This is an optimization exercise on Yosys and OpenROAD, whose aim is small area, not a production implementation. Function was checked by simulation only, so behaviour that the tests miss may differ from the original. Power and IR drop assume default switching activity.

==> flow/design.v <==
module PE (
    input  [7:0]  a,
    input         one0, two0, neg0,
    input         one1, two1, neg1,
    input         sh,
    input         act,
    input         clk,
    input         rst,
    output [15:0] c);
reg [15:0] acc;
reg cr8;
    wire tp1 = acc[0] & ~sh;
    wire tp2 = acc[1] & ~sh;
    wire tp3 = acc[2] & ~sh;
    wire tp4 = acc[3] & ~sh;
    wire tp5 = sh ? acc[0] : acc[4];
    wire tp6 = sh ? acc[1] : acc[5];
    wire tp7 = sh ? acc[2] : acc[6];
    wire tp8 = sh ? acc[3] : acc[7];
    wire tp9 = sh ? acc[4] : acc[8];
    wire tp10 = sh ? acc[5] : acc[9];
    wire tp11 = sh ? acc[6] : acc[10];
    wire tp12 = sh ? acc[7] : acc[11];
    wire tp13 = sh ? acc[8] : acc[12];
    wire tp14 = sh ? acc[9] : acc[13];
    wire tp15 = sh ? acc[10] : acc[14];
    wire tp16 = sh ? acc[11] : acc[15];
    wire tp17 = cr8 & ~sh;
    wire tp18 = cr8 & sh;
    wire tp19 = (one0 & a[0]) ^ neg0;
    wire tp20 = ((one0 & a[1]) | (two0 & a[0])) ^ neg0;
    wire tp21 = ((one0 & a[2]) | (two0 & a[1])) ^ neg0;
    wire tp22 = ((one0 & a[3]) | (two0 & a[2])) ^ neg0;
    wire tp23 = ((one0 & a[4]) | (two0 & a[3])) ^ neg0;
    wire tp24 = ((one0 & a[5]) | (two0 & a[4])) ^ neg0;
    wire tp25 = ((one0 & a[6]) | (two0 & a[5])) ^ neg0;
    wire tp26 = ((one0 & a[7]) | (two0 & a[6])) ^ neg0;
    wire tp27 = act & ~(((one0 | two0) & a[7]) ^ neg0);
    wire tp28 = (one1 & a[0]) ^ neg1;
    wire tp29 = ((one1 & a[1]) | (two1 & a[0])) ^ neg1;
    wire tp30 = ((one1 & a[2]) | (two1 & a[1])) ^ neg1;
    wire tp31 = ((one1 & a[3]) | (two1 & a[2])) ^ neg1;
    wire tp32 = ((one1 & a[4]) | (two1 & a[3])) ^ neg1;
    wire tp33 = ((one1 & a[5]) | (two1 & a[4])) ^ neg1;
    wire tp34 = ((one1 & a[6]) | (two1 & a[5])) ^ neg1;
    wire tp35 = ((one1 & a[7]) | (two1 & a[6])) ^ neg1;
    wire tp36 = act & ~(((one1 | two1) & a[7]) ^ neg1);
    wire ts37 = tp1 ^ neg0 ^ tp19;
    wire tc38 = (tp1 & neg0) | (tp19 & (tp1 ^ neg0));
    wire ts39 = tp2 ^ tp20 ^ tc38;
    wire tc40 = (tp2 & tp20) | (tc38 & (tp2 ^ tp20));
    wire ts41 = tp3 ^ neg1 ^ tp21;
    wire tc42 = (tp3 & neg1) | (tp21 & (tp3 ^ neg1));
    wire ts43 = tp28 ^ ts41 ^ tc40;
    wire tc44 = (tp28 & ts41) | (tc40 & (tp28 ^ ts41));
    wire ts45 = tp4 ^ tp22 ^ tp29;
    wire tc46 = (tp4 & tp22) | (tp29 & (tp4 ^ tp22));
    wire ts47 = tc42 ^ ts45 ^ tc44;
    wire tc48 = (tc42 & ts45) | (tc44 & (tc42 ^ ts45));
    wire ts49 = tp5 ^ tp23 ^ tp30;
    wire tc50 = (tp5 & tp23) | (tp30 & (tp5 ^ tp23));
    wire ts51 = tc46 ^ ts49 ^ tc48;
    wire tc52 = (tc46 & ts49) | (tc48 & (tc46 ^ ts49));
    wire ts53 = tp6 ^ tp24 ^ tp31;
    wire tc54 = (tp6 & tp24) | (tp31 & (tp6 ^ tp24));
    wire ts55 = tc50 ^ ts53 ^ tc52;
    wire tc56 = (tc50 & ts53) | (tc52 & (tc50 ^ ts53));
    wire ts57 = tp7 ^ tp25 ^ tp32;
    wire tc58 = (tp7 & tp25) | (tp32 & (tp7 ^ tp25));
    wire ts59 = tc54 ^ ts57 ^ tc56;
    wire tc60 = (tc54 & ts57) | (tc56 & (tc54 ^ ts57));
    wire ts61 = tp8 ^ tp26 ^ tp33;
    wire tc62 = (tp8 & tp26) | (tp33 & (tp8 ^ tp26));
    wire ts63 = tc58 ^ ts61 ^ tc60;
    wire tc64 = (tc58 & ts61) | (tc60 & (tc58 ^ ts61));
    wire ts65 = tp17 ^ tp9 ^ tp27;
    wire tc66 = (tp17 & tp9) | (tp27 & (tp17 ^ tp9));
    wire ts67 = tp34 ^ tc62 ^ ts65;
    wire tc68 = (tp34 & tc62) | (ts65 & (tp34 ^ tc62));
    wire ts69 = tp10 ^ tp35 ^ tc66;
    wire tc70 = (tp10 & tp35) | (tc66 & (tp10 ^ tp35));
    wire ts71 = tc68 ^ ts69;
    wire tc72 = tc68 & ts69;
    wire ts73 = tp11 ^ tp36 ^ tc70;
    wire tc74 = (tp11 & tp36) | (tc70 & (tp11 ^ tp36));
    wire ts75 = tc72 ^ ts73;
    wire tc76 = tc72 & ts73;
    wire ts77 = tp12 ^ tc74 ^ tc76;
    wire tc78 = (tp12 & tc74) | (tc76 & (tp12 ^ tc74));
    wire ts79 = tp13 ^ tp18 ^ tc78;
    wire tc80 = (tp13 & tp18) | (tc78 & (tp13 ^ tp18));
    wire ts81 = tp14 ^ tc80;
    wire tc82 = tp14 & tc80;
    wire ts83 = tp15 ^ tc82;
    wire tc84 = tp15 & tc82;
    wire tx85 = tp16 ^ tc84;
wire [15:0] nxt = {tx85, ts83, ts81, ts79, ts77, ts75, ts71, ts67, ts63, ts59, ts55, ts51, ts47, ts43, ts39, ts37};
always @(posedge clk or posedge rst) begin
    if (rst) begin
        acc <= 16'h0AC0;
        cr8 <= 1'b0;
    end else begin
        acc <= nxt;
        cr8 <= tc64;
    end
end
wire [15:0] k;    
assign c[0] = acc[0];
assign k[0] = 1'b0;
assign c[1] = acc[1];
assign k[1] = 1'b0;
assign c[2] = acc[2];
assign k[2] = 1'b0;
assign c[3] = acc[3];
assign k[3] = 1'b0;
assign c[4] = acc[4];
assign k[4] = 1'b0;
assign c[5] = acc[5];
assign k[5] = 1'b0;
assign c[6] = acc[6];
assign k[6] = 1'b0;
assign c[7] = acc[7];
assign k[7] = 1'b0;
wire ci8 = cr8;
assign c[8] = acc[8] ^ ci8;
assign k[8] = acc[8] & ci8;
wire ci9 = k[8];
assign c[9] = acc[9] ^ ci9;
assign k[9] = acc[9] & ci9;
wire ci10 = k[9];
assign c[10] = acc[10] ^ ci10;
assign k[10] = acc[10] & ci10;
wire ci11 = k[10];
assign c[11] = acc[11] ^ ci11;
assign k[11] = acc[11] & ci11;
wire ci12 = k[11];
assign c[12] = acc[12] ^ ci12;
assign k[12] = acc[12] & ci12;
wire ci13 = k[12];
assign c[13] = acc[13] ^ ci13;
assign k[13] = acc[13] & ci13;
wire ci14 = k[13];
assign c[14] = acc[14] ^ ci14;
assign k[14] = acc[14] & ci14;
wire ci15 = k[14];
assign c[15] = acc[15] ^ ci15;
assign k[15] = acc[15] & ci15;
endmodule
module sys_mult (
    input  [31:0]  a_in,
    input  [31:0]  b_in,
    input          clk,
    input          rst,
    output [255:0] c_out);
reg [3:0] cnt;
always @(posedge clk or posedge rst) begin
    if (rst)
        cnt <= 4'd0;
    else if (cnt != 4'd11)
        cnt <= cnt + 4'd1;
end
reg hi_pass, lo_pass, sh, act;
always @(posedge clk or posedge rst) begin
    if (rst) begin
        hi_pass <= 1'b0;
        lo_pass <= 1'b0;
        sh      <= 1'b0;
        act     <= 1'b0;
    end else begin
        hi_pass <= (cnt >= 4'd2) && (cnt <= 4'd5);
        lo_pass <= (cnt >= 4'd6) && (cnt <= 4'd9);
        sh      <= (cnt == 4'd6);
        act     <= (cnt >= 4'd2) && (cnt <= 4'd9);
    end
end
wire ld0     = (cnt <= 4'd3);
wire ld1     = (cnt <= 4'd4);
wire ld2     = (cnt <= 4'd5);
reg [7:0] ra0_1, ra0_2, ra0_3, ra0_4;
reg [7:0] ra1_1, ra1_2, ra1_3, ra1_4;
reg [7:0] ra2_1, ra2_2, ra2_3, ra2_4;
reg [7:0] ra3_1, ra3_2, ra3_3, ra3_4;
always @(posedge clk) begin
    ra0_1 <= ld0 ? a_in[7:0]   : ra0_4; ra0_2 <= ra0_1; ra0_3 <= ra0_2; ra0_4 <= ra0_3;
    ra1_1 <= ld1 ? a_in[15:8]  : ra1_4; ra1_2 <= ra1_1; ra1_3 <= ra1_2; ra1_4 <= ra1_3;
    ra2_1 <= ld2 ? a_in[23:16] : ra2_4; ra2_2 <= ra2_1; ra2_3 <= ra2_2; ra2_4 <= ra2_3;
    ra3_1 <= a_in[31:24];               ra3_2 <= ra3_1; ra3_3 <= ra3_2; ra3_4 <= ra3_3;
end
wire [7:0] ar0 = ra0_3;
wire [7:0] ar1 = ra1_2;
wire [7:0] ar2 = ra2_1;
wire [7:0] ar3 = lo_pass ? ra3_4 : a_in[31:24];
reg [3:0] rl0_1, rl0_2, rl0_3, rl0_4;
reg [3:0] rl1_1, rl1_2, rl1_3, rl1_4;
reg [3:0] rl2_1, rl2_2, rl2_3, rl2_4;
reg [3:0] rl3_1, rl3_2, rl3_3, rl3_4;
reg [3:0] rh0_1, rh0_2, rh0_3;
reg [3:0] rh1_1, rh1_2;
reg [3:0] rh2_1;
always @(posedge clk) begin
    rl0_1 <= ld0 ? b_in[3:0]   : rl0_4; rl0_2 <= rl0_1; rl0_3 <= rl0_2; rl0_4 <= rl0_3;
    rl1_1 <= ld1 ? b_in[11:8]  : rl1_4; rl1_2 <= rl1_1; rl1_3 <= rl1_2; rl1_4 <= rl1_3;
    rl2_1 <= ld2 ? b_in[19:16] : rl2_4; rl2_2 <= rl2_1; rl2_3 <= rl2_2; rl2_4 <= rl2_3;
    rl3_1 <= b_in[27:24];               rl3_2 <= rl3_1; rl3_3 <= rl3_2; rl3_4 <= rl3_3;
    rh0_1 <= b_in[7:4];   rh0_2 <= rh0_1; rh0_3 <= rh0_2;
    rh1_1 <= b_in[15:12]; rh1_2 <= rh1_1;
    rh2_1 <= b_in[23:20];
end
wire [3:0] lo0 = rl0_3, lo1 = rl1_2, lo2 = rl2_1;
wire [3:0] hi0 = rh0_3, hi1 = rh1_2, hi2 = rh2_1, hi3 = b_in[31:28];
wire [4:0] w0 = ({5{hi_pass}} & {hi0, lo0[3]}) | ({5{lo_pass}} & {lo0, 1'b0});
wire [4:0] w1 = ({5{hi_pass}} & {hi1, lo1[3]}) | ({5{lo_pass}} & {lo1, 1'b0});
wire [4:0] w2 = ({5{hi_pass}} & {hi2, lo2[3]}) | ({5{lo_pass}} & {lo2, 1'b0});
wire [4:0] w3 = ({5{hi_pass}} & {hi3, b_in[27]}) | ({5{lo_pass}} & {rl3_4, 1'b0});
    wire one0_0 = (w0[1]) ^ (w0[0]); 
    wire two0_0 = (w0[2]) ? (~(w0[1]) & ~(w0[0])) : ((w0[1]) & (w0[0])); 
    wire neg0_0 = (w0[2]) & ~((w0[1]) & (w0[0]));
    wire one0_1 = (w0[3]) ^ (w0[2]); 
    wire two0_1 = (w0[4]) ? (~(w0[3]) & ~(w0[2])) : ((w0[3]) & (w0[2])); 
    wire neg0_1 = (w0[4]) & ~((w0[3]) & (w0[2]));
    wire one1_0 = (w1[1]) ^ (w1[0]); 
    wire two1_0 = (w1[2]) ? (~(w1[1]) & ~(w1[0])) : ((w1[1]) & (w1[0])); 
    wire neg1_0 = (w1[2]) & ~((w1[1]) & (w1[0]));
    wire one1_1 = (w1[3]) ^ (w1[2]); 
    wire two1_1 = (w1[4]) ? (~(w1[3]) & ~(w1[2])) : ((w1[3]) & (w1[2])); 
    wire neg1_1 = (w1[4]) & ~((w1[3]) & (w1[2]));
    wire one2_0 = (w2[1]) ^ (w2[0]); 
    wire two2_0 = (w2[2]) ? (~(w2[1]) & ~(w2[0])) : ((w2[1]) & (w2[0])); 
    wire neg2_0 = (w2[2]) & ~((w2[1]) & (w2[0]));
    wire one2_1 = (w2[3]) ^ (w2[2]); 
    wire two2_1 = (w2[4]) ? (~(w2[3]) & ~(w2[2])) : ((w2[3]) & (w2[2])); 
    wire neg2_1 = (w2[4]) & ~((w2[3]) & (w2[2]));
    wire one3_0 = (w3[1]) ^ (w3[0]); 
    wire two3_0 = (w3[2]) ? (~(w3[1]) & ~(w3[0])) : ((w3[1]) & (w3[0])); 
    wire neg3_0 = (w3[2]) & ~((w3[1]) & (w3[0]));
    wire one3_1 = (w3[3]) ^ (w3[2]); 
    wire two3_1 = (w3[4]) ? (~(w3[3]) & ~(w3[2])) : ((w3[3]) & (w3[2])); 
    wire neg3_1 = (w3[4]) & ~((w3[3]) & (w3[2]));
PE PE_C11 (.a(ar0), .one0(one0_0), .two0(two0_0), .neg0(neg0_0), .one1(one0_1), .two1(two0_1), .neg1(neg0_1), .sh(sh), .act(act), .clk(clk), .rst(rst), .c(c_out[16*0 +: 16]));
PE PE_C12 (.a(ar0), .one0(one1_0), .two0(two1_0), .neg0(neg1_0), .one1(one1_1), .two1(two1_1), .neg1(neg1_1), .sh(sh), .act(act), .clk(clk), .rst(rst), .c(c_out[16*1 +: 16]));
PE PE_C13 (.a(ar0), .one0(one2_0), .two0(two2_0), .neg0(neg2_0), .one1(one2_1), .two1(two2_1), .neg1(neg2_1), .sh(sh), .act(act), .clk(clk), .rst(rst), .c(c_out[16*2 +: 16]));
PE PE_C14 (.a(ar0), .one0(one3_0), .two0(two3_0), .neg0(neg3_0), .one1(one3_1), .two1(two3_1), .neg1(neg3_1), .sh(sh), .act(act), .clk(clk), .rst(rst), .c(c_out[16*3 +: 16]));
PE PE_C21 (.a(ar1), .one0(one0_0), .two0(two0_0), .neg0(neg0_0), .one1(one0_1), .two1(two0_1), .neg1(neg0_1), .sh(sh), .act(act), .clk(clk), .rst(rst), .c(c_out[16*4 +: 16]));
PE PE_C22 (.a(ar1), .one0(one1_0), .two0(two1_0), .neg0(neg1_0), .one1(one1_1), .two1(two1_1), .neg1(neg1_1), .sh(sh), .act(act), .clk(clk), .rst(rst), .c(c_out[16*5 +: 16]));
PE PE_C23 (.a(ar1), .one0(one2_0), .two0(two2_0), .neg0(neg2_0), .one1(one2_1), .two1(two2_1), .neg1(neg2_1), .sh(sh), .act(act), .clk(clk), .rst(rst), .c(c_out[16*6 +: 16]));
PE PE_C24 (.a(ar1), .one0(one3_0), .two0(two3_0), .neg0(neg3_0), .one1(one3_1), .two1(two3_1), .neg1(neg3_1), .sh(sh), .act(act), .clk(clk), .rst(rst), .c(c_out[16*7 +: 16]));
PE PE_C31 (.a(ar2), .one0(one0_0), .two0(two0_0), .neg0(neg0_0), .one1(one0_1), .two1(two0_1), .neg1(neg0_1), .sh(sh), .act(act), .clk(clk), .rst(rst), .c(c_out[16*8 +: 16]));
PE PE_C32 (.a(ar2), .one0(one1_0), .two0(two1_0), .neg0(neg1_0), .one1(one1_1), .two1(two1_1), .neg1(neg1_1), .sh(sh), .act(act), .clk(clk), .rst(rst), .c(c_out[16*9 +: 16]));
PE PE_C33 (.a(ar2), .one0(one2_0), .two0(two2_0), .neg0(neg2_0), .one1(one2_1), .two1(two2_1), .neg1(neg2_1), .sh(sh), .act(act), .clk(clk), .rst(rst), .c(c_out[16*10 +: 16]));
PE PE_C34 (.a(ar2), .one0(one3_0), .two0(two3_0), .neg0(neg3_0), .one1(one3_1), .two1(two3_1), .neg1(neg3_1), .sh(sh), .act(act), .clk(clk), .rst(rst), .c(c_out[16*11 +: 16]));
PE PE_C41 (.a(ar3), .one0(one0_0), .two0(two0_0), .neg0(neg0_0), .one1(one0_1), .two1(two0_1), .neg1(neg0_1), .sh(sh), .act(act), .clk(clk), .rst(rst), .c(c_out[16*12 +: 16]));
PE PE_C42 (.a(ar3), .one0(one1_0), .two0(two1_0), .neg0(neg1_0), .one1(one1_1), .two1(two1_1), .neg1(neg1_1), .sh(sh), .act(act), .clk(clk), .rst(rst), .c(c_out[16*13 +: 16]));
PE PE_C43 (.a(ar3), .one0(one2_0), .two0(two2_0), .neg0(neg2_0), .one1(one2_1), .two1(two2_1), .neg1(neg2_1), .sh(sh), .act(act), .clk(clk), .rst(rst), .c(c_out[16*14 +: 16]));
PE PE_C44 (.a(ar3), .one0(one3_0), .two0(two3_0), .neg0(neg3_0), .one1(one3_1), .two1(two3_1), .neg1(neg3_1), .sh(sh), .act(act), .clk(clk), .rst(rst), .c(c_out[16*15 +: 16]));
endmodule
==> flow/run.sh <==
#!/bin/bash
# synth_recipe.tcl (not shown) runs the flow's synth.tcl, then flattens the netlist and writes it again
# the make line also repeats each setting of config.mk as NAME=value (left out here)
make -C /OpenROAD-flow-scripts/flow DESIGN_CONFIG=/design/flow/config.mk WORK_HOME=/design/flow/orfs CLKGATE_MAP_FILE= SYNTH_SCRIPT=/design/flow/synth_recipe.tcl finish
==> flow/config.mk <==
export PLATFORM = sky130hd
export DESIGN_NAME = sys_mult
export DESIGN_NICKNAME = sys_mult
export VERILOG_FILES = /design/flow/design.v
export SDC_FILE = /design/flow/constraint.sdc
export NUM_CORES = 4
export LEC_CHECK = 0
export CAP_MARGIN = 20
export CORE_MARGIN = 2
export CORE_UTILIZATION = 40
export SLEW_MARGIN = 20
==> flow/constraint.sdc <==
create_clock -name core_clock -period 6.5 [get_ports {clk}]
set_input_delay 1.3000 -clock core_clock [delete_from_list [all_inputs] [get_ports {clk}]]
set_output_delay 1.3000 -clock core_clock [all_outputs]
set_load 0.01 [all_outputs]
==> flow_summary.yaml, run 1 <==
cells_and_area:
  drive_gt1_share_pct: 15.3
  utilization_pct: 47.0
  nets: 3605
  syn_to_final_growth_pct: 16.5
worst_hold_path:
  hold_class: "register to register"
clocking:
  clkLatencyLatePin_ps: 630
  cts_made_buffers: 56
  ctsLongestPathBuffers: 3
  ctsResizeCount: 0
  clkSinkCount: 496
  postCtsSetupRepairBufs: 0
  path_clk_slew_ps: 70
  tritoncts: "built"
  ctsRootBufferMaster: "clkbuf_16"
  cts.htree.levels: 2
  hold_buffers: 0
pwr:
  power_density_nw_per_um2: 332
  max-vdd-ir-drop_uv: 209
  leakage_uw: 0.0167
global_route:
  grt_max_degree: 143
  track_usage_pct: 22.2
  grt_remaining_overflow: 0
  grt_pass1_wl_mm: 144
  grt_pass1_vias: 23200
  antenna_found_initial: 0
sta:
  grt_setup_unrepaired: "false"
  post-route-period-util_pct: 89.4
  slew_violations: 0
  slew_headroom_pct: 29.1
  finalCriticalPeriod_ps: 5810
  skew_ps: 32.4
  tightest_slew_ps: 1060
  setup_viol: 0
  fmax_ghz: 0.172
  setup_tns_ps: 0
  finalHoldViolCount: 0
synthesis:
  synth_seq_area_share_pct: 34.6
  yosysWarnings: 2
  avgSynthCellArea_um2: 11.4
  synth_flop_cell: "dfxtp_1"
  synth_cells: 2889
  synth_area_um2: 33000
  synthDistinctLibCells: 52
  ys_seq_elements: 496
  synthArstFlopShare_pct: 56.5
  synthesis.nets: 3463
  synth_edf_count: 0
routing:
  drt_wl_total_mm: 93.9
  drt_iter0_drc: 1600
  drtAntennaViolNets: 0
  vias: 22300
  avgRoutedWirePerCell_um: 22.6
  first_pass_iters: 6
  via_per_inst: 5.37
  drc: 0
floorplan:
  pin_count: 322
  initial_utilization_pct: 40.3
  die_w_um: 291
  fp.dieArea_um2: 84800
  rows: 105
  core-area_um2: 81800
  chipHeight_um: 291
worst_setup_path:
  crit_arrival_ps: 6330
  critPathMaxFanout: 18
  start_kind: "register"
  end_kind: "register"
  required_ps: 7020
  crit_type: "register to register"
outcome:
  status: "finished clean"
placement:
  dp_hpwl_mm: 70.8
  portBuffers: 321
  gp_congestion: 0.909
flow_run:
  drv_cap: 0
[logic make-up (layout without fill, tap and decap cells)]
kind of cell,count (synthesis),after routing,share of synthesized area (%)
AND/OR/NAND/NOR,251,251,3.75
buffers and inverters,646,836,9.18
other,0,1,0
XOR/XNOR,203,203,5.39
multiplexers,277,277,9.12
AO/OA/AOI/OAI,508,508,11.8
flip-flops,496,496,34.6
adder cells (fa/ha/maj),508,508,26.2
[path summary, 6_finish.rpt]
check | from | endpoint | slack, ps | depth (start not counted)
worst min-delay path | ra0_2[0]$_DFF_P_ | ra0_3[0]$_DFF_P_ | 300 | 0
max in group asynchronous | rst | PE_C13.acc[12]$_DFF_PP0_ | 4220 | 3
worst max register to register | hi_pass$_DFF_PP0_ | PE_C13.acc[7]$_DFF_PP1_ | 690 | 17
worst min register to register | ra0_2[0]$_DFF_P_ | ra0_3[0]$_DFF_P_ | 300 | 0
min in group asynchronous | rst | PE_C41.acc[2]$_DFF_PP0_ | 1010 | 2
worst max-delay path | hi_pass$_DFF_PP0_ | PE_C13.acc[7]$_DFF_PP1_ | 690 | 17
[metrics by stage]
| step | instances | instance area [um2] | setup slack [ps] | total power (uW) | hold WS (ps) |
|---|---|---|---|---|---|
| detailed placement | 4043 | 36500 | 269 | 9610 | 312 |
| global placement | 4043 | 36500 | 317 | 9460 | 310 |
| floorplan | 2889 | 33000 | 705 | 7550 | 310 |
| global route | 4149 | 38400 | 422 | 13600 | 317 |
| CTS | 4149 | 38400 | 658 | 13000 | 297 |
| finish | 4150 | 38400 | 691 | 12800 | 302 |
[synthesized netlist by cell type (3+ instances only)]
| master | count | area share [%] |
|---|---|---|
| a21o_1 | 84 | 1.9 |
| a21oi_1 | 18 | 0.27 |
| a221o_1 | 48 | 1.5 |
| a221oi_1 | 124 | 3.3 |
| a22o_1 | 8 | 0.21 |
| a22o_2 | 4 | 0.12 |
| a22oi_1 | 110 | 2.5 |
| a31oi_1 | 8 | 0.15 |
| a32oi_1 | 6 | 0.16 |
| and2_1 | 23 | 0.44 |
| buf_1 | 7 | 0.080 |
| buf_2 | 47 | 0.71 |
| buf_4 | 143 | 3.3 |
| clkbuf_1 | 135 | 1.5 |
| dfrtp_1 | 216 | 16 |
| dfstp_2 | 64 | 5.1 |
| dfxtp_1 | 216 | 13 |
| fa_1 | 304 | 18 |
| ha_1 | 204 | 7.7 |
| inv_1 | 304 | 3.5 |
| inv_2 | 8 | 0.091 |
| mux2_2 | 180 | 6.1 |
| mux2i_1 | 95 | 2.9 |
| nand2_1 | 99 | 1.1 |
| nand2b_1 | 50 | 0.95 |
| nor2_1 | 33 | 0.38 |
| nor2b_1 | 35 | 0.66 |
| nor3_1 | 5 | 0.076 |
| o211ai_1 | 4 | 0.091 |
| o21ai_0 | 74 | 1.1 |
| o21ai_1 | 3 | 0.045 |
| o31a_1 | 3 | 0.080 |
| xnor2_1 | 187 | 5.0 |
| xor2_1 | 16 | 0.42 |
[critical path, stage by stage (launching register included)]
cell,delay [ps]
dfrtp_1,800
buf_4,260
a22o_1,230
inv_1,110
ha_1,280
buf_4,200
and2_1,280
a221oi_1,550
fa_1,510
fa_1,430
fa_1,420
fa_1,430
inv_1,90
fa_1,180
inv_1,60
fa_1,400
inv_1,90
fa_1,380
[cells in the final DEF, fill, tap and decap left out, types with 92 or more instances in the layout]
master	n
fa_1	304
a221oi_1	124
dfrtp_1	215
ha_1	204
mux2_2	180
buf_4	92
inv_1	303
xnor2_1	187
a22oi_1	110
mux2i_1	93
nand2_1	99
clkdlybuf4s50_1	321
dfxtp_1	216
[final cells by class]
type	count	area (um2)
antenna	1	2.50
timing repair buffer	417	3980
clock inverter	29	297
tap	1070	1340
fill	7380	43400
clock buffer	77	1630
sequential	496	11400
inverter	313	1180
multi-input combinational	1747	18600
[layer usage]
metal / vias to the layer above / global-route usage, % / share of wire [%]
met3: 151 / 3.44 / 5.9
li1: 9922 / - / -
met2: 815 / 36.6 / 48
met5: - / 0 / 0
met4: 0 / 6.93 / 3.0
met1: 11400 / 30.0 / 43
[report_power, final]
group / switching, uW / internal, uW
Clock: 1380 / 1930
Combinational: 2040 / 2420
Sequential: 912 / 4080
==> run 2: changes to the inputs <==
==> flow/flow/run.sh (new file) <==
#!/bin/bash
# Layout flow: the standard flow (standard.sh) with these changes:
#  - after the standard synthesis, flow/fapol.py re-chooses the polarity of
#    the full-adder cells to remove inverters (same logic, registers
#    untouched), and the flow goes on from that netlist;
#  - ports are buffered with buf_1 instead of the default buffer cell;
#  - CTS builds the tree from clkbuf_4/clkbuf_8 and adds no dummy loads.
# Each tool's output goes to a log file of its own here.
set -euo pipefail
R=orfs/results/sky130hd/sys_mult/base
bash standard.sh synth > synth.log 2>&1
cp $R/1_2_yosys.v $R/1_2_yosys_std.v
python3 flow/fapol.py $R/1_2_yosys_std.v $R/1_2_yosys.v > fapol.log 2>&1
rm -f $R/1_synth.odb $R/1_synth.sdc
bash standard.sh finish \
  BUFFER_PORTS_ARGS="-buffer_cell sky130_fd_sc_hd__buf_1" \
  CTS_ARGS="-sink_clustering_enable -repair_clock_nets -dont_use_dummy_load -buf_list {sky130_fd_sc_hd__clkbuf_4 sky130_fd_sc_hd__clkbuf_8}" \
  > finish.log 2>&1
==> flow/flow/fapol.py (new file) <==
#!/usr/bin/env python3
"""Re-choose the polarity of full-adder cells in a mapped netlist to remove
inverters.

A full adder is self-dual: FA(~a, ~b, ~c) = (~sum, ~cout). So a full adder
may be replaced by one that reads the complements of its inputs and drives
the complements of its outputs. Yosys' extract_fa leaves many inverters
between full adders; this pass picks, for every full adder, the polarity
that needs the fewest inverters, and rebuilds the inverters.

usage: fapol.py IN.v OUT.v
"""
import re, sys, random

OUTPINS = {"X", "Y", "Q", "Q_N", "SUM", "COUT", "HI", "LO", "GCLK"}
INV = re.compile(r"sky130_fd_sc_hd__(inv|clkinv)_\d+$")
FA = re.compile(r"sky130_fd_sc_hd__fa_\d+$")

src = open(sys.argv[1]).read()
m = re.search(r"^module\s+(\w+)\s*\((.*?)\);", src, re.S | re.M)
body_start = m.end()
endm = src.rindex("endmodule")
body = src[body_start:endm]

decl_re = re.compile(r"^\s*(input|output|inout|wire)\s+(\[\d+:\d+\]\s+)?([^;]+);", re.M)
cell_re = re.compile(r"^\s*(sky130_fd_sc_hd__\w+)\s+(\\\S+\s|\S+)\s*\((.*?)\);", re.S | re.M)
pin_re = re.compile(r"\.(\w+)\(\s*(\\\S+\s|[^()\s]+)\s*\)")

ports_in, ports_out = set(), set()
decls = []
for d in decl_re.finditer(body):
    kind, rng, names = d.group(1), d.group(2), d.group(3)
    decls.append(d.group(0))
    for nm in [x.strip() for x in names.split(",")]:
        if rng:
            hi, lo = map(int, re.findall(r"\d+", rng))
            bits = [f"{nm}[{i}]" for i in range(min(hi, lo), max(hi, lo) + 1)]
        else:
            bits = [nm]
        if kind == "input":
            ports_in.update(bits)
        elif kind == "output":
            ports_out.update(bits)

if re.search(r"^\s*assign\b", body, re.M):
    sys.exit("fapol: netlist has assign statements; not handled")

def norm(n):
    return n.strip()

cells = []
for c in cell_re.finditer(body):
    typ, name, pins = c.group(1), c.group(2).strip(), c.group(3)
    pd = {}
    for p, n in pin_re.findall(pins):
        pd[p] = norm(n)
    cells.append([typ, name, pd])

driver = {}
loads = {}
for idx, (typ, name, pd) in enumerate(cells):
    for p, n in pd.items():
        if p in OUTPINS:
            driver[n] = (idx, p)
        else:
            loads.setdefault(n, []).append((idx, p))
for n in ports_in:
    driver[n] = ("PORT", None)

is_inv = [bool(INV.match(t)) for t, _, _ in cells]
is_fa = [bool(FA.match(t)) for t, _, _ in cells]

# collapse inverter chains into classes: root net and parity
root = {}
def find(n):
    if n in root:
        return root[n]
    d = driver.get(n)
    if d and d[0] != "PORT" and is_inv[d[0]]:
        r, par = find(cells[d[0]][2]["A"])
        res = (r, par ^ 1)
    else:
        res = (n, 0)
    root[n] = res
    return res

nets = set(driver) | set(loads)
members = {}
for n in nets:
    r, par = find(n)
    members.setdefault(r, []).append((n, par))

# sinks of each class: non-inverter loads with parity; frozen if it holds a port
cls_sinks = {}
frozen = set()
for r, mem in members.items():
    s = []
    for n, par in mem:
        if n in ports_out or n in ports_in:
            frozen.add(r)
        for (ci, p) in loads.get(n, []):
            if not is_inv[ci]:
                s.append((ci, p, par))
    cls_sinks[r] = s
    d = driver.get(r)
    if d is None:
        frozen.add(r)

fa_ids = [i for i in range(len(cells)) if is_fa[i]]
fa_in = {i: [find(cells[i][2][p])[0] for p in ("A", "B", "CIN")] for i in fa_ids}
fa_out = {i: [find(cells[i][2][p])[0] for p in ("SUM", "COUT") if p in cells[i][2]] for i in fa_ids}
flippable = set(i for i in fa_ids
                if not any(r in frozen for r in fa_in[i] + fa_out[i]))

x = {}  # flip state of full adders
def cost(r):
    d = driver.get(r)
    P = x.get(d[0], 0) if d and d[0] != "PORT" else 0
    for ci, p, par in cls_sinks[r]:
        if (par ^ x.get(ci, 0)) != P:
            return 1
    return 0

def local(i):
    return sum(cost(r) for r in set(fa_in[i] + fa_out[i]))

classes = [r for r in members if r not in frozen]
before = sum(cost(r) for r in classes)
order = sorted(flippable)
random.seed(1)
improved = True
passes = 0
while improved and passes < 50:
    improved = False
    passes += 1
    random.shuffle(order)
    for i in order:
        c0 = local(i)
        x[i] = x.get(i, 0) ^ 1
        c1 = local(i)
        if c1 < c0:
            improved = True
        elif c1 == c0 and random.random() < 0.3:
            pass
        else:
            x[i] ^= 1
after = sum(cost(r) for r in classes)
n_inv_before = sum(1 for i in range(len(cells)) if is_inv[i])

# rebuild: drop inverters inside non-frozen classes, re-add one per class
drop = set()
for r in classes:
    for n, par in members[r]:
        d = driver.get(n)
        if d and d[0] != "PORT" and is_inv[d[0]]:
            drop.add(d[0])
new_cells = []
new_wires = []
k = 0
for r in classes:
    d = driver.get(r)
    P = x.get(d[0], 0) if d[0] != "PORT" else 0
    need_inv = [(ci, p) for ci, p, par in cls_sinks[r] if (par ^ x.get(ci, 0)) != P]
    keep = [(ci, p) for ci, p, par in cls_sinks[r] if (par ^ x.get(ci, 0)) == P]
    for ci, p in keep:
        cells[ci][2][p] = r
    if need_inv:
        k += 1
        nn = f"_fapol{k}_"
        new_wires.append(nn)
        new_cells.append(["sky130_fd_sc_hd__inv_1", f"_fapolinv{k}_", {"A": r, "Y": nn}])
        for ci, p in need_inv:
            cells[ci][2][p] = nn

out = [src[:body_start]]
out.append("\n".join("  " + d.strip() for d in decls))
for w in new_wires:
    out.append(f"  wire {w};")
def fmt(n):
    return n + " " if n.startswith("\\") else n
for i, (typ, name, pd) in enumerate(cells + new_cells):
    if i < len(cells) and i in drop:
        continue
    nm = name + " " if name.startswith("\\") else name
    pins = ",\n".join(f"    .{p}({fmt(n)})" for p, n in pd.items())
    out.append(f"  {typ} {nm}(\n{pins}\n  );")
out.append("endmodule\n")
open(sys.argv[2], "w").write("\n".join(out))
n_inv_after = n_inv_before - len(drop) + k
print(f"fapol: {len(fa_ids)} full adders, {len(flippable)} flippable, "
      f"{sum(x.values())} flipped; inverters {n_inv_before} -> {n_inv_after}")
==> flow/standard.sh (new file) <==
#!/bin/bash
# synth_recipe.tcl (not shown) runs the flow's synth.tcl, then flattens the netlist and writes it again
# the make line also repeats each setting of config.mk as NAME=value (left out here)
make -C /OpenROAD-flow-scripts/flow DESIGN_CONFIG=/design/flow/config.mk WORK_HOME=/design/flow/orfs CLKGATE_MAP_FILE= SYNTH_SCRIPT=/design/flow/synth_recipe.tcl "${@:-finish}"
removed: flow/run.sh
==> flow_summary.yaml, run 2 <==
pwr:
  p_comb_share_pct: 31.6
  pwr-share-clk_pct: 22.1
  p_switching_uw: 4010
  p_int_uw: 6670
  leakage_uw: 0.0153
  power_density_nw_per_um2: 304
  p_seq_share_pct: 46.3
  max-vdd-ir-drop_uv: 195
  p_sw_share_pct: 37.6
global_route:
  grt_pass1_vias: 23000
  grt_pass1_wl_mm: 140
  track_usage_pct: 22.1
  grt_remaining_overflow: 0
  grt_max_degree: 133
  antenna_found_initial: 2
worst_setup_path:
  start_kind: "register"
  crit_type: "register to register"
  path_buf_inv: 2
  cp-startpoint: "hi_pass$_DFF_PP0_"
  required_ps: 7060
  end_kind: "register"
  path_cells: "a22o_1 > buf_4 > nand2_1 > a221oi_1 > a221oi_1 > fa_1 > fa_1 > inv_1 > fa_1 > fa_1 > fa_1 > fa_1 > fa_1"
  crit_family: "adder cells"
  cpPeakStageDelay_ps: 820
  reg2reg_depth: 13
  cp_slowest_cell: "dfrtp_1"
  crit_arrival_ps: 6230
  rrSetupSlack_ps: 830
  cpMostUsedCell: "fa_1"
  rr_startpoint: "hi_pass$_DFF_PP0_"
  worst_r2r_endpoint: "PE_C14.acc[7]$_DFF_PP1_"
  critPathMaxFanout: 22
  cp.depth: 13
worst_hold_path:
  holdPathEnd: "ra2_4[4]$_DFF_P_"
  hold_start: "ra2_3[4]$_DFF_P_"
  min_path_cells: 0
  hold_class: "register to register"
sta:
  finalHoldViolCount: 0
  finalCriticalPeriod_ps: 5670
  setup_viol: 0
  skew_ps: 95.0
  worst_slack_ps: 834
  slew_headroom_pct: 28.0
  slew_violations: 0
  tightest_slew_ps: 1080
  post-route-period-util_pct: 87.2
  fmax_ghz: 0.176
  grt_setup_unrepaired: "false"
  setup_tns_ps: 0
synthesis:
  avgSynthCellArea_um2: 11.8
  synth_area_um2: 32500
  yosysWarnings: 2
  synthesis.nets: 3319
  synth_cells: 2745
placement:
  gp_congestion: 0.898
  dp_slack_ps: 496
  dp_hpwl_mm: 70.1
  portBuffers: 321
clocking:
  ctsLongestPathBuffers: 3
  clkLatencyLatePin_ps: 710
  cts_made_buffers: 88
  clkSinkCount: 496
  cts.htree.levels: 3
  ctsResizeCount: 0
  tritoncts: "built"
  path_clk_slew_ps: 60
  postCtsSetupRepairBufs: 0
  hold_buffers: 0
  ctsRootBufferMaster: "clkbuf_8"
routing:
  drc: 0
  first_pass_iters: 5
  drtAntennaViolNets: 0
  drt_wl_total_mm: 91.6
  avgRoutedWirePerCell_um: 23.0
  vias: 21600
  via_per_inst: 5.43
  drt_iter0_drc: 1531
floorplan:
  fp.dieArea_um2: 83400
  core-area_um2: 80400
  chipHeight_um: 289
  die_w_um: 289
  initial_utilization_pct: 40.4
  rows: 104
  pin_count: 322
cells_and_area:
  drive_gt1_share_pct: 15.6
  final_common_cell: "buf_1"
  final_cell_mix: "buf_1 (321), fa_1 (304), dfxtp_1 (216), dfrtp_1 (215), ha_1 (204)"
  nets: 3495
  utilization_pct: 43.8
  syn_to_final_growth_pct: 8.43
outcome:
  status: "finished clean"
flow_run:
  drv_cap: 0
[run 2: how the worst max path moves through the flow]
stage | slack, ps | end
final | 830 | PE_C14.acc[7]$_DFF_PP1_
after global routing | 560 | PE_C14.acc[7]$_DFF_PP1_
after CTS | 870 | PE_C43.acc[7]$_DFF_PP1_
after detailed placement | 500 | PE_C14.acc[7]$_DFF_PP1_
after global placement | 600 | PE_C14.acc[7]$_DFF_PP1_
after floorplan | 760 | PE_C34.acc[15]$_DFF_PP0_
[run 2: through the flow]
step / cells / total power (uW) / hold slack, ps / cell area, um2
after CTS: 3979 / 10900 / 298 / 35200
after floorplan: 2745 / 7490 / 310 / 32500
after global placement: 3891 / 8340 / 310 / 34000
after detailed placement: 3891 / 8480 / 312 / 34000
final: 3981 / 10700 / 293 / 35200
after global routing: 3981 / 11500 / 283 / 35200
[run 2: area by class of cell]
cell class	count	area (um2)
Fill cell	7549	45200
Multi-Input combinational cell	1747	18600
Sequential cell	496	11400
Timing Repair Buffer	419	2000
Tap cell	1060	1330
Clock buffer	88	1210
Inverter	169	638
Antenna cell	2	5.00
[run 2: power by group through the flow]
stage	sequential [uW]	combinational [uW]	clock (uW)
after floorplan	4540	2940	0
after global placement	4990	3350	0
after detailed placement	5020	3460	0
after CTS	4970	3490	2450
after global routing	5070	3900	2580
final	4950	3380	2360
[run 2: metal layers]
| metal | global-route usage [%] | up-vias | wire length [um] |
|---|---|---|---|
| li1 | - | 9627 | - |
| met1 | 29.5 | 11000 | 39600 |
| met2 | 36.1 | 767 | 43500 |
| met3 | 3.68 | 181 | 5150 |
| met4 | 8.75 | 0 | 3320 |
| met5 | 0 | - | 0 |
[run 2: worst register-to-register path, stage by stage (launching register included)]
cell      delay (ps)
dfrtp_1          820
a22o_1           510
buf_4            340
nand2_1          450
a221oi_1         410
a221oi_1         120
fa_1             580
fa_1             180
inv_1             50
fa_1             380
fa_1             400
fa_1             410
fa_1             400
fa_1             500
==> run 3: changes to the inputs <==
--- a/flow/design.v
+++ b/flow/design.v
@@ -5,13 +5,13 @@
     input         sh,
     input         act,
+    input  [3:1]  kin,
     input         clk,
-    input         rst,
     output [15:0] c);
 reg [15:0] acc;
 reg cr8;
     wire tp1 = acc[0] & ~sh;
-    wire tp2 = acc[1] & ~sh;
-    wire tp3 = acc[2] & ~sh;
-    wire tp4 = acc[3] & ~sh;
+    wire tp2 = (acc[1] & ~sh) | kin[1];
+    wire tp3 = (acc[2] & ~sh) | kin[2];
+    wire tp4 = (acc[3] & ~sh) | kin[3];
     wire tp5 = sh ? acc[0] : acc[4];
     wire tp6 = sh ? acc[1] : acc[5];
@@ -96,12 +96,7 @@
     wire tx85 = tp16 ^ tc84;
 wire [15:0] nxt = {tx85, ts83, ts81, ts79, ts77, ts75, ts71, ts67, ts63, ts59, ts55, ts51, ts47, ts43, ts39, ts37};
-always @(posedge clk or posedge rst) begin
-    if (rst) begin
-        acc <= 16'h0AC0;
-        cr8 <= 1'b0;
-    end else begin
-        acc <= nxt;
-        cr8 <= tc64;
-    end
+always @(posedge clk) begin
+    acc <= nxt;
+    cr8 <= tc64;
 end
 wire [15:0] k;    
@@ -160,18 +155,23 @@
         cnt <= cnt + 4'd1;
 end
-reg hi_pass, lo_pass, sh, act;
+reg hi_pass, lo_pass, sh, act, e1, e2;
 always @(posedge clk or posedge rst) begin
     if (rst) begin
         hi_pass <= 1'b0;
         lo_pass <= 1'b0;
-        sh      <= 1'b0;
+        sh      <= 1'b1;
         act     <= 1'b0;
+        e1      <= 1'b0;
+        e2      <= 1'b0;
     end else begin
         hi_pass <= (cnt >= 4'd2) && (cnt <= 4'd5);
         lo_pass <= (cnt >= 4'd6) && (cnt <= 4'd9);
-        sh      <= (cnt == 4'd6);
+        sh      <= (cnt <= 4'd2) || (cnt == 4'd6);
         act     <= (cnt >= 4'd2) && (cnt <= 4'd9);
+        e1      <= (cnt == 4'd0);
+        e2      <= (cnt == 4'd1);
     end
 end
+wire [3:1] kn = {e1 | e2, e2, e1};
 wire ld0     = (cnt <= 4'd3);
 wire ld1     = (cnt <= 4'd4);
@@ -237,19 +237,19 @@
     wire two3_1 = (w3[4]) ? (~(w3[3]) & ~(w3[2])) : ((w3[3]) & (w3[2])); 
     wire neg3_1 = (w3[4]) & ~((w3[3]) & (w3[2]));
-PE PE_C11 (.a(ar0), .one0(one0_0), .two0(two0_0), .neg0(neg0_0), .one1(one0_1), .two1(two0_1), .neg1(neg0_1), .sh(sh), .act(act), .clk(clk), .rst(rst), .c(c_out[16*0 +: 16]));
-PE PE_C12 (.a(ar0), .one0(one1_0), .two0(two1_0), .neg0(neg1_0), .one1(one1_1), .two1(two1_1), .neg1(neg1_1), .sh(sh), .act(act), .clk(clk), .rst(rst), .c(c_out[16*1 +: 16]));
-PE PE_C13 (.a(ar0), .one0(one2_0), .two0(two2_0), .neg0(neg2_0), .one1(one2_1), .two1(two2_1), .neg1(neg2_1), .sh(sh), .act(act), .clk(clk), .rst(rst), .c(c_out[16*2 +: 16]));
-PE PE_C14 (.a(ar0), .one0(one3_0), .two0(two3_0), .neg0(neg3_0), .one1(one3_1), .two1(two3_1), .neg1(neg3_1), .sh(sh), .act(act), .clk(clk), .rst(rst), .c(c_out[16*3 +: 16]));
-PE PE_C21 (.a(ar1), .one0(one0_0), .two0(two0_0), .neg0(neg0_0), .one1(one0_1), .two1(two0_1), .neg1(neg0_1), .sh(sh), .act(act), .clk(clk), .rst(rst), .c(c_out[16*4 +: 16]));
-PE PE_C22 (.a(ar1), .one0(one1_0), .two0(two1_0), .neg0(neg1_0), .one1(one1_1), .two1(two1_1), .neg1(neg1_1), .sh(sh), .act(act), .clk(clk), .rst(rst), .c(c_out[16*5 +: 16]));
-PE PE_C23 (.a(ar1), .one0(one2_0), .two0(two2_0), .neg0(neg2_0), .one1(one2_1), .two1(two2_1), .neg1(neg2_1), .sh(sh), .act(act), .clk(clk), .rst(rst), .c(c_out[16*6 +: 16]));
-PE PE_C24 (.a(ar1), .one0(one3_0), .two0(two3_0), .neg0(neg3_0), .one1(one3_1), .two1(two3_1), .neg1(neg3_1), .sh(sh), .act(act), .clk(clk), .rst(rst), .c(c_out[16*7 +: 16]));
-PE PE_C31 (.a(ar2), .one0(one0_0), .two0(two0_0), .neg0(neg0_0), .one1(one0_1), .two1(two0_1), .neg1(neg0_1), .sh(sh), .act(act), .clk(clk), .rst(rst), .c(c_out[16*8 +: 16]));
-PE PE_C32 (.a(ar2), .one0(one1_0), .two0(two1_0), .neg0(neg1_0), .one1(one1_1), .two1(two1_1), .neg1(neg1_1), .sh(sh), .act(act), .clk(clk), .rst(rst), .c(c_out[16*9 +: 16]));
-PE PE_C33 (.a(ar2), .one0(one2_0), .two0(two2_0), .neg0(neg2_0), .one1(one2_1), .two1(two2_1), .neg1(neg2_1), .sh(sh), .act(act), .clk(clk), .rst(rst), .c(c_out[16*10 +: 16]));
-PE PE_C34 (.a(ar2), .one0(one3_0), .two0(two3_0), .neg0(neg3_0), .one1(one3_1), .two1(two3_1), .neg1(neg3_1), .sh(sh), .act(act), .clk(clk), .rst(rst), .c(c_out[16*11 +: 16]));
-PE PE_C41 (.a(ar3), .one0(one0_0), .two0(two0_0), .neg0(neg0_0), .one1(one0_1), .two1(two0_1), .neg1(neg0_1), .sh(sh), .act(act), .clk(clk), .rst(rst), .c(c_out[16*12 +: 16]));
-PE PE_C42 (.a(ar3), .one0(one1_0), .two0(two1_0), .neg0(neg1_0), .one1(one1_1), .two1(two1_1), .neg1(neg1_1), .sh(sh), .act(act), .clk(clk), .rst(rst), .c(c_out[16*13 +: 16]));
-PE PE_C43 (.a(ar3), .one0(one2_0), .two0(two2_0), .neg0(neg2_0), .one1(one2_1), .two1(two2_1), .neg1(neg2_1), .sh(sh), .act(act), .clk(clk), .rst(rst), .c(c_out[16*14 +: 16]));
-PE PE_C44 (.a(ar3), .one0(one3_0), .two0(two3_0), .neg0(neg3_0), .one1(one3_1), .two1(two3_1), .neg1(neg3_1), .sh(sh), .act(act), .clk(clk), .rst(rst), .c(c_out[16*15 +: 16]));
+PE PE_C11 (.a(ar0), .one0(one0_0), .two0(two0_0), .neg0(neg0_0), .one1(one0_1), .two1(two0_1), .neg1(neg0_1), .sh(sh), .act(act), .kin(kn), .clk(clk), .c(c_out[16*0 +: 16]));
+PE PE_C12 (.a(ar0), .one0(one1_0), .two0(two1_0), .neg0(neg1_0), .one1(one1_1), .two1(two1_1), .neg1(neg1_1), .sh(sh), .act(act), .kin(kn), .clk(clk), .c(c_out[16*1 +: 16]));
+PE PE_C13 (.a(ar0), .one0(one2_0), .two0(two2_0), .neg0(neg2_0), .one1(one2_1), .two1(two2_1), .neg1(neg2_1), .sh(sh), .act(act), .kin(kn), .clk(clk), .c(c_out[16*2 +: 16]));
+PE PE_C14 (.a(ar0), .one0(one3_0), .two0(two3_0), .neg0(neg3_0), .one1(one3_1), .two1(two3_1), .neg1(neg3_1), .sh(sh), .act(act), .kin(kn), .clk(clk), .c(c_out[16*3 +: 16]));
+PE PE_C21 (.a(ar1), .one0(one0_0), .two0(two0_0), .neg0(neg0_0), .one1(one0_1), .two1(two0_1), .neg1(neg0_1), .sh(sh), .act(act), .kin(kn), .clk(clk), .c(c_out[16*4 +: 16]));
+PE PE_C22 (.a(ar1), .one0(one1_0), .two0(two1_0), .neg0(neg1_0), .one1(one1_1), .two1(two1_1), .neg1(neg1_1), .sh(sh), .act(act), .kin(kn), .clk(clk), .c(c_out[16*5 +: 16]));
+PE PE_C23 (.a(ar1), .one0(one2_0), .two0(two2_0), .neg0(neg2_0), .one1(one2_1), .two1(two2_1), .neg1(neg2_1), .sh(sh), .act(act), .kin(kn), .clk(clk), .c(c_out[16*6 +: 16]));
+PE PE_C24 (.a(ar1), .one0(one3_0), .two0(two3_0), .neg0(neg3_0), .one1(one3_1), .two1(two3_1), .neg1(neg3_1), .sh(sh), .act(act), .kin(kn), .clk(clk), .c(c_out[16*7 +: 16]));
+PE PE_C31 (.a(ar2), .one0(one0_0), .two0(two0_0), .neg0(neg0_0), .one1(one0_1), .two1(two0_1), .neg1(neg0_1), .sh(sh), .act(act), .kin(kn), .clk(clk), .c(c_out[16*8 +: 16]));
+PE PE_C32 (.a(ar2), .one0(one1_0), .two0(two1_0), .neg0(neg1_0), .one1(one1_1), .two1(two1_1), .neg1(neg1_1), .sh(sh), .act(act), .kin(kn), .clk(clk), .c(c_out[16*9 +: 16]));
+PE PE_C33 (.a(ar2), .one0(one2_0), .two0(two2_0), .neg0(neg2_0), .one1(one2_1), .two1(two2_1), .neg1(neg2_1), .sh(sh), .act(act), .kin(kn), .clk(clk), .c(c_out[16*10 +: 16]));
+PE PE_C34 (.a(ar2), .one0(one3_0), .two0(two3_0), .neg0(neg3_0), .one1(one3_1), .two1(two3_1), .neg1(neg3_1), .sh(sh), .act(act), .kin(kn), .clk(clk), .c(c_out[16*11 +: 16]));
+PE PE_C41 (.a(ar3), .one0(one0_0), .two0(two0_0), .neg0(neg0_0), .one1(one0_1), .two1(two0_1), .neg1(neg0_1), .sh(sh), .act(act), .kin(kn), .clk(clk), .c(c_out[16*12 +: 16]));
+PE PE_C42 (.a(ar3), .one0(one1_0), .two0(two1_0), .neg0(neg1_0), .one1(one1_1), .two1(two1_1), .neg1(neg1_1), .sh(sh), .act(act), .kin(kn), .clk(clk), .c(c_out[16*13 +: 16]));
+PE PE_C43 (.a(ar3), .one0(one2_0), .two0(two2_0), .neg0(neg2_0), .one1(one2_1), .two1(two2_1), .neg1(neg2_1), .sh(sh), .act(act), .kin(kn), .clk(clk), .c(c_out[16*14 +: 16]));
+PE PE_C44 (.a(ar3), .one0(one3_0), .two0(two3_0), .neg0(neg3_0), .one1(one3_1), .two1(two3_1), .neg1(neg3_1), .sh(sh), .act(act), .kin(kn), .clk(clk), .c(c_out[16*15 +: 16]));
 endmodule
==> flow_summary.yaml, run 3 <==
outcome:
  status: "finished clean"
clocking:
  ctsResizeCount: 0
  postCtsSetupRepairBufs: 0
  cts_made_buffers: 91
  ctsLongestPathBuffers: 3
  ctsRootBufferMaster: "clkbuf_8"
  clkLatencyLatePin_ps: 700
  tritoncts: "built"
  clkSinkCount: 498
  cts.htree.levels: 3
  hold_buffers: 0
  path_clk_slew_ps: 60
cells_and_area:
  nets: 3597
  finalNonFillerCells: 4061
  utilization_pct: 43.9
  final_cell_mix: "dfxtp_1 (488), buf_1 (321), fa_1 (304), nand2_1 (216), ha_1 (205)"
  final_common_cell: "dfxtp_1"
  drive_gt1_share_pct: 13.5
  n_fill_cell: 7410
  syn_to_final_growth_pct: 8.60
worst_setup_path:
  required_ps: 7010
  cp_slowest_cell: "dfrtp_1"
  end_kind: "register"
  start_kind: "register"
  cp.depth: 18
  worstSetupEndpoint: "PE_C23.acc[15]$_DFF_P_"
  crit_type: "register to register"
  cpMostUsedCell: "fa_1"
  path_buf_inv: 4
  worst_r2r_endpoint: "PE_C23.acc[15]$_DFF_P_"
  critPathMaxFanout: 25
  reg2reg_depth: 18
  cpPeakStageDelay_ps: 490
  path_cells: "buf_4 > nand2_1 > buf_4 > inv_1 > ha_1 > mux2_4 > o21a_1 > a221o_1 > fa_1 > fa_1 > inv_1 > fa_1 > ha_1 > fa_1 > fa_1 > ha_1 > ha_1 > xnor2_1"
  cp-startpoint: "hi_pass$_DFF_PP0_"
  crit_arrival_ps: 6270
  rrSetupSlack_ps: 740
  crit_family: "adder cells"
  rr_startpoint: "hi_pass$_DFF_PP0_"
floorplan:
  die_w_um: 283
  initial_utilization_pct: 40.4
  core-area_um2: 77300
  rows: 102
  pin_count: 322
  fp.dieArea_um2: 80400
  chipHeight_um: 283
global_route:
  grtUsageMet2_pct: 35.7
  grt_max_degree: 115
  use_met1_pct: 29.5
  grt_remaining_overflow: 0
  track_usage_pct: 22.3
  grt_pass1_vias: 22000
  use_met3_pct: 5.12
  busiest_layer: "met2"
  antenna_found_initial: 2
  grt_pass1_wl_mm: 137
pwr:
  max-vdd-ir-drop_uv: 242
  power_density_nw_per_um2: 310
  leakage_uw: 0.0147
routing:
  via_per_inst: 5.39
  drt_iter0_drc: 1836
  drt_wl_total_mm: 90.3
  first_pass_iters: 6
  avgRoutedWirePerCell_um: 22.2
  drc: 0
  drtAntennaViolNets: 0
  vias: 21900
synthesis:
  avgSynthCellArea_um2: 10.9
  synth_cells: 2858
  yosysWarnings: 2
  synth_area_um2: 31200
  synthesis.nets: 3433
sta:
  fmax_ghz: 0.174
  finalCriticalPeriod_ps: 5760
  tightest_slew_ps: 1150
  slew_headroom_pct: 23.4
  grt_setup_unrepaired: "false"
  slew_violations: 0
  skew_ps: 70.6
  post-route-period-util_pct: 88.6
  setup_viol: 0
  finalHoldViolCount: 0
  setup_tns_ps: 0
  worst_slack_ps: 742
placement:
  portBuffers: 321
  gp_congestion: 0.901
  dp.cells: 3969
  dp_slack_ps: 459
  dp_hpwl_mm: 67.1
worst_hold_path:
  hold_class: "register to register"
flow_run:
  drv_cap: 0
-- run 3: cell types whose count changed in the layout (fill, tap and decap cells not counted), sizes merged, moves of 63 or more --
| cell | before | now |
|---|---|---|
| dfxtp | 216 | 488 |
| dfrtp | 216 | 9 |
| nand2 | 99 | 218 |
| a21oi | 18 | 93 |
| xnor2 | 187 | 121 |
| dfstp | 64 | 1 |
-- run 3: metrics by stage --
step	power (uW)	area, um2	hold WS [ps]
after floorplan	7320	31200	310
after detailed placement	8260	32700	312
after global placement	8170	32700	310
final	10500	33900	296
after global routing	11400	33900	302
after CTS	10700	33900	301
-- run 3: power breakdown --
| part | internal, uW | switching [uW] | total [uW] |
|---|---|---|---|
| sequential | 3970 | 879 | 4850 |
| clock | 1220 | 1210 | 2430 |
| combinational | 1370 | 1890 | 3260 |
| total | 6560 | 3980 | 10500 |
-- run 3: how the worst min path moves through the flow --
stage                     depth (start not counted)        startpoint          endpoint  slack, ps
after CTS                                         0  rh0_2[0]$_DFF_P_  rh0_3[0]$_DFF_P_        300
after global placement                            0  ra1_1[3]$_DFF_P_  ra1_2[3]$_DFF_P_        310
final                                             0  rh0_2[0]$_DFF_P_  rh0_3[0]$_DFF_P_        300
after global routing                              0  ra3_1[5]$_DFF_P_  ra3_2[5]$_DFF_P_        300
after detailed placement                          0  ra0_2[4]$_DFF_P_  ra0_3[4]$_DFF_P_        310
after floorplan                                   0  ra0_1[0]$_DFF_P_  ra0_2[0]$_DFF_P_        310
-- run 3: area by class of cell --
class                   count  area (um2)  share of cell area (%)
multi-input cells        1839       18700                    55.1
flip-flops and latches    498       10000                    29.5
repair buffers            424        2030                    5.98
well taps                1040        1300                    3.83
clock buffers              91        1250                    3.69
inverters                 168         631                    1.86
diodes                      1        2.50                 0.00737
-- run 3: metal layers --
layer  vias up  share of wire [%]  wire length, um
li1       9994                  -                -
met1     10900                 42            38200
met2       850                 46            41900
met3       185                7.9             7120
met4         2                3.3             3010
met5         -              0.014               13

[separate check: timing with driven ports]
How much do the figures lean on ideal ports? The routed layouts below were timed once more, with nothing changed but the port constraints.
Step 1, drivers: a clkbuf_16 drives clk and a buf_2 each remaining input, both assumed.
Step 2 adds t to the input delays and takes it off the output delays; t is the mean of the earliest and latest rising clock arrival at the registers after step 1. Input paths then give back, and output paths get back, about the clock's delay inside the block.
Three values: no drivers, after step 1, after step 2; two values: the first two.
| run | t (ns) | slack for setup (ns) | hold WS [ns] | cell pins on the clock port's net |
|---|---|---|---|---|
| run 1 | 0.679 | 0.691 / 0.691 / 0.152 | 0.302 / 0.302 / 0.302 | 1 |
| run 2 | 0.728 | 0.834 / 0.834 / 0.343 | 0.293 / 0.293 / 0.293 | 1 |
| run 3 | 0.720 | 0.742 / 0.742 / 0.344 | 0.296 / 0.296 / 0.296 | 1 |
After both steps every run listed still meets setup and hold. For run 1, which loses most, drivers alone change the setup slack by 0.000 ns; drivers and shift together by -0.539 ns.
